This design comes from an exercise in tuning for small area, a short achievable clock period and few clock cycles on the open sky130 flow, not from production work. The RTL was checked by simulation tests, not by an equivalence proof against the original design. Power figures rest on the tool's default switching activity, not on a simulated workload.

## v6
==> flow/design.v (excerpt) <==
module booth_mul (
    input             CLK ,
    input             RSTn ,
    input      [23:0] m1 ,
    input      [23:0] m2 ,
    input             BREQ ,
    output     [47:0] res ,
    output            BACK
);
booth u_booth (
    .res  (res),
    .m1   (m1),
    .m2   (m2),
    .CLK  (CLK),
    .BREQ (BREQ),
    .BACK (BACK),
    .RSTn (RSTn)
);
endmodule
clock: 6.0 ns
lec_check: 0
abc_area: 1
cap_margin: 20
core_margin: 2
core_utilization: 70
cts_buf_list: sky130_fd_sc_hd__clkbuf_4 sky130_fd_sc_hd__clkbuf_8
setup_slack_margin: 1.75
slew_margin: 20
standard.sh (not shown) runs the stock make flow with config.mk's settings and CLKGATE_MAP_FILE= SYNTH_SCRIPT=/design/flow/synth_recipe.tcl, a recipe that flattens the netlist after the stock synthesis.
==> flow/flow/run.sh <==
#!/bin/bash
# The standard layout (standard.sh: ORFS with the standard flow's settings) with two changes:
#  - the ports get plain buffers (buf_2, which the resizer may size up) instead of
#    the delay cells buffer_ports picks on its own;
#  - after the standard synthesis, fa_polarity.py removes inverters between full
#    adders (it flips full adders' polarity, same function and registers), and the
#    netlist is read in again before the floorplan.
set -euo pipefail
A='BUFFER_PORTS_ARGS=-buffer_cell sky130_fd_sc_hd__buf_2'
bash standard.sh "$A" synth > make_synth.log 2>&1
net=orfs/results/$FLOW_PLATFORM/booth_mul/base/1_2_yosys.v
python3 flow/fa_polarity.py "$net" > fa_polarity.log 2>&1
bash standard.sh "$A" do-1_synth > make_synth_odb.log 2>&1
bash standard.sh "$A" finish > make_finish.log 2>&1
Other scripts of this flow, unchanged in this note and not shown: flow/flow/fa_polarity.py
Testbench counts of v6, summed over its fixed seeds: cycles 32,000.
What v7 does differently from v6 at the input level:
# v6
export LEC_CHECK = 0
export ABC_AREA = 1
export CAP_MARGIN = 20
export CORE_MARGIN = 2
export CORE_UTILIZATION = 70
export CTS_BUF_LIST = sky130_fd_sc_hd__clkbuf_4 sky130_fd_sc_hd__clkbuf_8
export SETUP_SLACK_MARGIN = 1.75
export SLEW_MARGIN = 20
create_clock -name core_clock -period 6.0 [get_ports {CLK}]
# v7
export LEC_CHECK = 0
export ABC_AREA = 1
export CAP_MARGIN = 20
export CORE_MARGIN = 2
export CORE_UTILIZATION = 70
export SETUP_SLACK_MARGIN = 1.75
export SLEW_MARGIN = 20
create_clock -name core_clock -period 6.0 [get_ports {CLK}]
### Flow results
Per the final summary, v7 finished and its layout is clean on timing, DRC and antenna. [compare] base=v6 new=v7: via count went up by 84; non-clock buffer count lost about 2.5%; routed wire length higher; total power lost 0.24 mW; share of power burned in the clock network went up. Comparing v6 against v7, there is no change at all in clock-buffer cell count. v6 -> v7: utilization flat. Number of nets in the final layout across v6 and v7: no real change.

booth_mul again, from the RTL that the note above started with.
export LEC_CHECK = 0
export ABC_AREA = 1
export CAP_MARGIN = 20
export CORE_MARGIN = 2
export CORE_UTILIZATION = 55
export SETUP_SLACK_MARGIN = 1.9
export SLEW_MARGIN = 20
create_clock -name core_clock -period 6.0 [get_ports {CLK}]
==> flow/flow/run.sh <==
#!/bin/bash
# The standard layout (standard.sh, which runs ORFS with the standard flow's settings), with one
# change: the ports get plain buffers (buf_2, which the resizer may size up) instead
# of the delay cells buffer_ports picks on its own.
set -euo pipefail
bash standard.sh 'BUFFER_PORTS_ARGS=-buffer_cell sky130_fd_sc_hd__buf_2' finish > standard_make.log 2>&1
The first run completed without violations.
Testbench counts at the start, summed over its fixed seeds: cycles 32,000.
Rerun with:
==> flow/run.sh (new file) <==
#!/bin/bash
# synth_recipe.tcl (not shown) runs the flow's synth.tcl, then flattens the netlist and writes it again
# the make line also repeats each setting of config.mk as NAME=value (left out here)
make -C /OpenROAD-flow-scripts/flow DESIGN_CONFIG=/design/flow/config.mk WORK_HOME=/design/flow/orfs CLKGATE_MAP_FILE= SYNTH_SCRIPT=/design/flow/synth_recipe.tcl finish
--- a/flow/config.mk
+++ b/flow/config.mk
@@ -10,4 +10,4 @@
 export CORE_MARGIN = 2
-export CORE_UTILIZATION = 55
-export SETUP_SLACK_MARGIN = 1.9
+export CORE_UTILIZATION = 40
+export SETUP_SLACK_MARGIN = 1.5
 export SLEW_MARGIN = 20
removed: flow/flow/run.sh
removed: flow/standard.sh
Power went up by 1.8%.
Via count is lower by 0.85%.
Count of clock-buffer cells in the layout climbs by 2.

## static timing again, ports no longer ideal
No port has a modelled driver above. Below, the same layouts with a new extraction and two added sets of constraints.
Step 1: set_driving_cell puts a clkbuf_16 on CLK and a buf_2 on each other input, an assumption about the parent block.
Step 2 also shifts input and output timing later by t, the mid clock arrival at the registers, as if the neighbouring blocks saw the same clock.
a / b / c = no drivers / after step 1 / after step 2; a / b = the first two.
| run | shift t [ns] | setup WS [ns] | hold WS [ns] | clock arrival spread, ns | pins driven straight from the clock port |
|---|---|---|---|---|---|
| v6 | 0.449 | 1.771 / 1.779 / 1.330 | 0.963 / 0.945 / 1.393 | 0.023 / 0.023 | 1 |
| v7 | 0.414 | 1.774 / 1.788 / 1.374 | 1.008 / 0.983 / 1.397 | 0.015 / 0.015 | 1 |
| the first run of note 2 | 0.421 | 1.885 / 1.833 / 1.502 | 1.005 / 0.975 / 1.397 | 0.009 / 0.009 | 1 |
| the second run of note 2 | 0.422 | 1.478 / 1.504 / 1.082 | 1.348 / 1.319 / 1.742 | 0.013 / 0.013 | 1 |
After both steps setup and hold are still met in every run listed. For v6, which loses most, drivers alone change the setup slack by +0.008 ns; drivers and shift together by -0.441 ns.
